What follows belongs to an exercise in optimizing a design on an open flow for small area and a short achievable clock period; a production flow would make more cautious choices. For this run, only the layout was checked, not whether the RTL still works. Power and IR drop assume default switching activity.

[flow/run.sh]
#!/bin/bash
# Standard layout, but with faster port buffers than the default pick.
cp standard.sh standard_sh.txt
export BUFFER_PORTS_ARGS="-buffer_cell sky130_fd_sc_hd__buf_2"
bash standard.sh > standard.log 2>&1
[standard.sh]
#!/bin/bash
# synth_recipe.tcl (not shown) runs the flow's synth.tcl, then flattens the netlist and writes it again
# the make line also repeats each setting of config.mk as NAME=value (left out here)
make -C /OpenROAD-flow-scripts/flow DESIGN_CONFIG=/design/flow/config.mk WORK_HOME=/design/flow/orfs CLKGATE_MAP_FILE= SYNTH_SCRIPT=/design/flow/synth_recipe.tcl "${@:-finish}"
[config.mk]
export PLATFORM = sky130hd
export DESIGN_NAME = M216A_TopModule
export DESIGN_NICKNAME = M216A_TopModule
export VERILOG_FILES = /design/flow/design.v
export SDC_FILE = /design/flow/constraint.sdc
export NUM_CORES = 4
export LEC_CHECK = 0
export CAP_MARGIN = 20
export CORE_MARGIN = 2
export CORE_UTILIZATION = 40
export CTS_BUF_LIST = sky130_fd_sc_hd__clkbuf_4 sky130_fd_sc_hd__clkbuf_8
export GPL_TIMING_DRIVEN = 0
export SETUP_SLACK_MARGIN = 2.2
export SLEW_MARGIN = 20
[constraint.sdc]
create_clock -name core_clock -period 4.0 [get_ports {clk_i}]
set_input_delay 0.8000 -clock core_clock [delete_from_list [all_inputs] [get_ports {clk_i}]]
set_output_delay 0.8000 -clock core_clock [all_outputs]
set_load 0.01 [all_outputs]
[design.v]
module M216A_TopModule(
    input  wire       clk_i,
    input  wire       rst_i,
    input  wire [4:0] width_i,
    input  wire [4:0] height_i,
    output wire [7:0] index_x_o,
    output wire [7:0] index_y_o,
    output wire [3:0] strike_o
);
    wire [4:0] h = height_i;
    reg s10, s4, s3, s9, s13, s8, s78, s5, s6, s7;
    reg ab0, ab1, ab2, vr;
    reg [4:0] wr;
    always @(posedge clk_i) begin
        s10 <= h == 5'd4;
        s4  <= h == 5'd6 || h == 5'd7;
        s3  <= h == 5'd8 || h == 5'd9;
        s9  <= h == 5'd11 || h == 5'd12;
        s13 <= h >= 5'd13;
        s8  <= h == 5'd4 || h == 5'd5;
        s78 <= h == 5'd7 || h == 5'd8;
        s5  <= h == 5'd9 || h == 5'd10;
        s6  <= h == 5'd5 || h == 5'd6;
        s7  <= h == 5'd10 || h == 5'd11;
        ab0 <= h == 5'd5 || h == 5'd10;
        ab1 <= h == 5'd6 || h == 5'd11 || h == 5'd12;
        ab2 <= h == 5'd4 || h == 5'd9 || h == 5'd12;
        vr  <= |h[4:2];
        wr  <= width_i;
    end
    wire valid = vr;
    reg started;
    reg ph0, ph1, ph2, ph3;
    always @(posedge clk_i) begin
        if (rst_i) begin
            started <= 1'b0;
            {ph0, ph1, ph2, ph3} <= 4'b1000;
        end else begin
            if (valid) started <= 1'b1;
            if (valid | started) {ph0, ph1, ph2, ph3} <= {ph3, ph0, ph1, ph2};
        end
    end
    wire clr = rst_i | ~started;
    reg  [52:1] RH, RT;
    wire [3:0] T1  = RT[4:1],   T2  = RT[8:5],   T3  = RT[12:9],  T4  = RT[16:13];
    wire [3:0] T5  = RT[20:17], T6  = RT[24:21], T7  = RT[28:25], T8  = RT[32:29];
    wire [3:0] T9  = RT[36:33], T10 = RT[40:37], T11 = RT[44:41], T12 = RT[48:45];
    wire [3:0] T13 = RT[52:49];
    wire [3:0] A0 = {4{s10}} & T10 | {4{s4}} & T4 | {4{s3}} & T3 | {4{s9}} & T9
                  | {4{s13}} & T13 | {4{ab0}};
    wire [3:0] A1 = {4{s8}} & T8 | {4{s78}} & T1 | {4{s5}} & T5 | {4{s13}} & T12
                  | {4{ab1}};
    wire [3:0] A2 = {4{s6}} & T6 | {4{s78}} & T2 | {4{s7}} & T7 | {4{s13}} & T11
                  | {4{ab2}};
    wire k8 = s78 & s3;
    wire p01 = ~k8;
    wire p02 = ~(k8 | s4 & s6 | s9 & s7);
    function cmp4;
        input [3:0] a, b;
        input c;
        reg [3:0] lt, le;
        begin
            lt = ~a & b;
            le = ~a | b;
            cmp4 = lt[3] | le[3] & lt[2] | le[3] & le[2] & lt[1]
                 | le[3] & le[2] & le[1] & lt[0] | (&le) & c;
        end
    endfunction
    wire [3:0] klo = 4'd0 - wr[3:0];
    wire [3:0] kn  = ph1 ? 4'd7 : klo;
    reg le01, le02, le12, f0, f1, f2;
    always @(posedge clk_i) begin
        le01 <= cmp4(A0, A1, ph0 ? p01 : le01);
        le02 <= cmp4(A0, A2, ph0 ? p02 : le02);
        le12 <= cmp4(A1, A2, ph0 | le12);
        f0   <= cmp4(A0, kn, ph0 | f0);
        f1   <= cmp4(A1, kn, ph0 | f1);
        f2   <= cmp4(A2, kn, ph0 | f2);
    end
    wire win0 = le01 & le02;
    wire win1 = ~le01 & le12;
    wire win2 = ~win0 & ~win1;
    wire fit = win0 & f0 | win1 & f1 | win2 & f2;
    reg w0r, w1r, w2r;
    always @(posedge clk_i) begin
        w0r <= win0;
        w1r <= win1;
        w2r <= win2;
    end
    wire [3:0] Tsel = ph3 ? ({4{w0r}} & A0 | {4{w1r}} & A1 | {4{w2r}} & A2)
                          : ({4{win0}} & A0 | {4{win1}} & A1 | {4{win2}} & A2);
    wire [3:0] cid = {4{win0 & s10}} & 4'd10 | {4{win0 & s4}} & 4'd4 | {4{win0 & s3}} & 4'd3
                   | {4{win0 & s9}} & 4'd9 | {4{win0 & s13}} & 4'd13
                   | {4{win1 & s8}} & 4'd8 | {4{win1 & s78}} & 4'd1 | {4{win1 & s5}} & 4'd5
                   | {4{win1 & s13}} & 4'd12
                   | {4{win2 & s6}} & 4'd6 | {4{win2 & s78}} & 4'd2 | {4{win2 & s7}} & 4'd7
                   | {4{win2 & s13}} & 4'd11;
    function [4:0] add4;
        input [3:0] t, d;
        reg c1, c2, c3, c4;
        begin
            c1 = d[0] & t[0];
            c2 = d[1] ? (t[1] | c1) : (t[1] & c1);
            c3 = d[2] ? (t[2] | c2) : (t[2] & c2);
            c4 = d[3] ? (t[3] | c3) : (t[3] & c3);
            add4 = {c4, t ^ d ^ {c3, c2, c1, 1'b0}};
        end
    endfunction
    reg [4:0] S0, S1, S2;
    always @(posedge clk_i) begin
        if (ph0) begin
            S0 <= add4(A0, wr[3:0]);
            S1 <= add4(A1, wr[3:0]);
            S2 <= add4(A2, wr[3:0]);
        end
    end
    wire [4:0] Ssel = {5{win0}} & S0 | {5{win1}} & S1 | {5{win2}} & S2;
    reg inc;
    wire [3:0] hinc = Tsel + {3'b0, inc};
    reg [3:0] sumr;
    always @(posedge clk_i) begin
        inc  <= Ssel[4] | wr[4];
        sumr <= ph3 ? hinc : Ssel[3:0];
    end
    reg [3:0] code;
    reg [7:0] xq;
    always @(posedge clk_i) begin
        if (rst_i)
            code <= 4'd0;
        else if (ph2)
            code <= ~valid ? 4'd0 : (fit ? cid : 4'd15);
    end
    always @(posedge clk_i) begin
        if (ph2) xq[3:0] <= Tsel;
        if (ph3) xq[7:4] <= Tsel;
    end
    wire wph = ph3 | ph0;
    integer s;
    always @(posedge clk_i) begin
        for (s = 1; s <= 13; s = s + 1) begin
            RH[4*s -: 4] <= RT[4*s -: 4];
            if (clr)
                RT[4*s -: 4] <= 4'd0;
            else if (wph && code == s)
                RT[4*s -: 4] <= sumr;
            else
                RT[4*s -: 4] <= RH[4*s -: 4];
        end
    end
    reg ld, strk;
    always @(posedge clk_i) begin
        ld   <= ~rst_i & ph1 & (code != 4'd0);
        strk <= code == 4'd15;
    end
    reg [7:0] ytab;
    always @(*) begin
        case (code)
            4'd1:  ytab = 8'd0;
            4'd2:  ytab = 8'd8;
            4'd3:  ytab = 8'd16;
            4'd4:  ytab = 8'd25;
            4'd5:  ytab = 8'd32;
            4'd6:  ytab = 8'd42;
            4'd7:  ytab = 8'd48;
            4'd8:  ytab = 8'd59;
            4'd9:  ytab = 8'd64;
            4'd10: ytab = 8'd76;
            4'd11: ytab = 8'd80;
            4'd12: ytab = 8'd96;
            4'd13: ytab = 8'd112;
            default: ytab = 8'd128;
        endcase
    end
    reg [7:0] xo, yo;
    reg [3:0] so;
    always @(posedge clk_i) begin
        if (rst_i) begin
            xo <= 8'd0;
            yo <= 8'd0;
            so <= 4'd0;
        end else if (ld) begin
            xo <= strk ? 8'd128 : xq;
            yo <= ytab;
            if (strk) so <= so + 4'd1;
        end
    end
    assign index_x_o = xo;
    assign index_y_o = yo;
    assign strike_o  = so;
endmodule
==> run summary <==
worst max-delay path: stages (launching register included):
cell	delay [ps]
dfxtp_2	330
buf_6	130
buf_4	120
a22oi_2	60
and3_4	200
buf_4	150
o22ai_1	170
a211oi_1	80
a21oi_2	200
ha_4	200
inv_1	50
a311oi_1	320
a311oi_2	80
a41o_1	230
nor3_1	210
cell families after synthesis:
logic type / after synthesis
AND/OR/NAND/NOR: 252
XOR/XNOR: 25
multiplexers: 14
flip-flops: 191
adder cells (fa/ha/maj): 27
buffers and inverters: 68
AO/OA/AOI/OAI: 193
metrics by stage:
stage | worst slack (ps) | hold slack (ps)
floorplan | 1710 | 330
global placement | 1030 | 332
detailed placement | 1050 | 338
CTS | 1460 | 355
global route | 1290 | 361
finish | 1410 | 353
metal layers:
layer	wire [µm]	up-vias	GRT usage (%)
met5	0	-	0
met4	618	0	8.98
met3	1410	45	4.89
met2	9610	230	33.7
met1	9200	2972	28.4
li1	-	3002	-
registers in the layout, summed over array words and instances, names as in the netlist, 4 cells and up:
| signal | cells |
|---|---|
| RH | 52 |
| S0 | 5 |
| S1 | 5 |
| code | 4 |
| wr | 5 |
| xo | 8 |
| yo | 8 |
| RT | 52 |
| xq | 8 |
| sumr | 4 |
| so | 4 |
| S2 | 5 |
worst paths after layout:
kind | slack [ps] | end
setup / recovery | 1410 | sumr[3]
hold reg to reg | 350 | RH[8]
setup reg to reg | 1410 | sumr[3]
hold / removal | 350 | RH[8]
cell usage after synthesis, types with 6 or more instances:
master	instances	area share [%]
a22oi_1	19	1.9
nor2_1	41	2.1
or2_2	7	0.59
nand2_1	91	4.6
mux2i_1	13	1.8
a31oi_1	8	0.67
a211oi_1	11	1.1
inv_1	16	0.81
a222oi_1	11	1.5
maj3_1	10	1.3
edfxtp_1	23	9.3
o211ai_1	14	1.4
nand2b_1	15	1.3
dfxtp_1	168	45
o22ai_1	6	0.51
a21oi_1	87	5.9
nand3_1	53	3.6
nor3_1	8	0.54
maj3_2	6	0.91
xnor2_1	19	2.2
o21ai_0	9	0.61
clkbuf_1	45	2.3
ha_1	11	1.9
nor2b_1	15	1.3
xor2_1	6	0.71
power by group through the flow:
stage          logic (µW)  registers [µW]  clock network [µW]
3_3_place_gp          428            2130                   0
4_1_cts               521            2070                1230
2_1_floorplan         304            2100                   0
5_1_grt               628            2090                1300
3_5_place_dp          431            2130                   0
6_report              584            2080                1210
what timing repair did:
item	CTS	global route
resized for setup	113	69
setup endpoints to repair	87	83
pin swaps	50	32
setup buffers	62	18
final cells by class:
class | instances | area, µm² | share of cell area, %
plain buffers | 51 | 308 | 3.22
clock buffers | 22 | 297 | 3.10
clock inverters | 10 | 75.1 | 0.786
inverters | 17 | 73.8 | 0.773
multi-input cells | 511 | 3530 | 37.0
flip-flops and latches | 191 | 4110 | 43.0
well taps | 229 | 287 | 3.00
repair buffers | 110 | 875 | 9.16
==> results.tsv <==
stage	metric	value	unit
outcome	run status	finished clean	
placed_design	DP Area	7950	µm²
logic_synthesis	Synth Area in XOR/XNOR	2.95	%
power	combinational share of power	15.1	%
final_layout	nets@finish	922	
floorplan	total die area	19700	µm²
min_path	Worst Hold Depth	0	
power	Clock power frac	31.3	%
routing	routed wire length	20.8	mm
logic_synthesis	EDFF count, synth	23	
timing	final hold violation count	0	
placed_design	Placed Cells	1029	
floorplan	initial core utilization	41.1	%
power	Max rail drop VDD	0.000213	V
power	Pint	2760	µW
logic_synthesis	Synth Area in Compound Gates	16.9	%
setup_path	Worst setup SP type	flop	
final_layout	Non-Filler Instances	1141	
setup_path	CP endpoint kind	flop	
clock_tree	Post-CTS Hold Buffers	0	
timing	Slew @ Worst Pin	798	ps
logic_synthesis	Syn Std Cell Area	7430	µm²
power	switching share of power	28.8	%
timing	setup TNS	0	ps
final_layout	final core utilization	52.8	%
timing	Worst Clk Skew	12.6	ps
clock_tree	htree depth	4	
global_routing	GRT Util Overall	21.4	%
final_layout	commonest non-fill, non-tap cell in the layout	dfxtp_1	
timing	Final period util	64.7	%
placed_design	# port buffers	30	
logic_synthesis	ys flop type	dfxtp_1	
logic_synthesis	register area share after synthesis	54.6	%
power	Pwr Total	3880	µW
clock_tree	root buf cell	clkbuf_8	
job	Max-cap violations	0	
logic_synthesis	Synth Area per Inst	9.64	µm²
logic_synthesis	largest family of logic cells by synthesized area	compound AO/OA/AOI/OAI gates	
logic_synthesis	adder-cell area share of the yosys netlist	4.11	%
placed_design	gpl congestion	0.861	
logic_synthesis	Post-Syn Nets	793	
final_layout	Filler cells	1639	
clock_tree	clk sink count	191	
setup_path	Reg2Reg Depth	14	
routing	Via density	5.48	
global_routing	remaining global-route overflow	0	
min_path	Min-Delay Path Class	reg -> reg	
floorplan	num ports	32	
routing	Avg WL per Cell	18.3	µm
logic_synthesis	Ys Warns	1	
logic_synthesis	Synth cell types	58	
clock_tree	CTS Buffer Depth	2	
global_routing	first-pass GRT wire length	32.1	mm
routing	drt first pass iters	8	
timing	unrepaired setup endpoints after global routing	true	
setup_path	Crit Path Max Fanout	6	
clock_tree	CTS Buf Count	17	
timing	minimum clock period	2590	ps
final_layout	most frequent cells in the layout	dfxtp_1 (144), nand2_1 (83), a21oi_1 (81)	
global_routing	largest net degree at the start of global routing	18	
setup_path	Worst R2R Start	s13	
final_layout	fin area	9550	µm²
final_layout	Area Growth Syn to Fin	28.6	%
timing	Final Max Tran Viols	0	
power	Reg power frac	53.6	%
min_path	hold_sp	RT[8]	
global_routing	antenna violations before repair	1	
final_layout	Antenna Cells	0	
timing	final setup fails	0	
routing	# DRC	0	
final_layout	fraction of layout cells with a size suffix above 1	31.6	%
clock_tree	clock latency at the later pin of the worst-skew pair	480	ps
clock_tree	CTS tree	done	
timing	fmax	0.386	GHz
clock_tree	Clock transition at path regs	100	ps
global_routing	vias in the first global route	5851	
floorplan	Die Y	140	µm
placed_design	HPWL Detailed	13.9	mm
power	Power per Cell Area	406	nW/µm²
setup_path	Arr. time, crit path	2980	ps
logic_synthesis	multiplexer share of the synthesized area	1.90	%
routing	via count	6249	
floorplan	Die Width	140	µm
setup_path	critical path type	reg -> reg	
routing	DRT iter0 DRCs	550	
logic_synthesis	Async SR Flop Fraction	0	%
floorplan	Rows	49	
power	Lkg Pwr	0.00358	µW
logic_synthesis	Synth Area in Simple Gates	15.9	%
floorplan	Core Box Area	18100	µm²
logic_synthesis	Seq cells post-synth	191	
setup_path	Worst Setup SP	s13	
timing	slew margin rel.	46.8	%
power	Psw	1120	µW
routing	Routed Antenna Nets	0	
logic_synthesis	Synth Instances	770	
setup_path	CP required	4390	ps

afterwards: timing with drivers on the ports:
No port has a modelled driver above. Below, the same layout with a new extraction and two added sets of constraints. Step 1 (the two cells are an assumption about what drives the block):
set clk [get_ports {clk_i}]
set_driving_cell -lib_cell sky130_fd_sc_hd__clkbuf_16 $clk
set_driving_cell -lib_cell sky130_fd_sc_hd__buf_2 [delete_from_list [all_inputs] $clk]
Step 2, shift: input delay + t, output delay - t, t = (earliest + latest rising clock arrival at the registers) / 2. This alone moves slack from input paths to output paths. Slacks: ideal ports / drivers / drivers and shift; pairs: ideal ports / drivers.
t, ns: 0.512
slack for setup (ns): 1.411 / 1.411 / 1.411
worst register clock-pin slew, ns: 0.10 / 0.10
After both steps this run still meets setup and hold. The setup slack of this run moves by 0.000 ns with the drivers and by 0.000 ns with both steps.
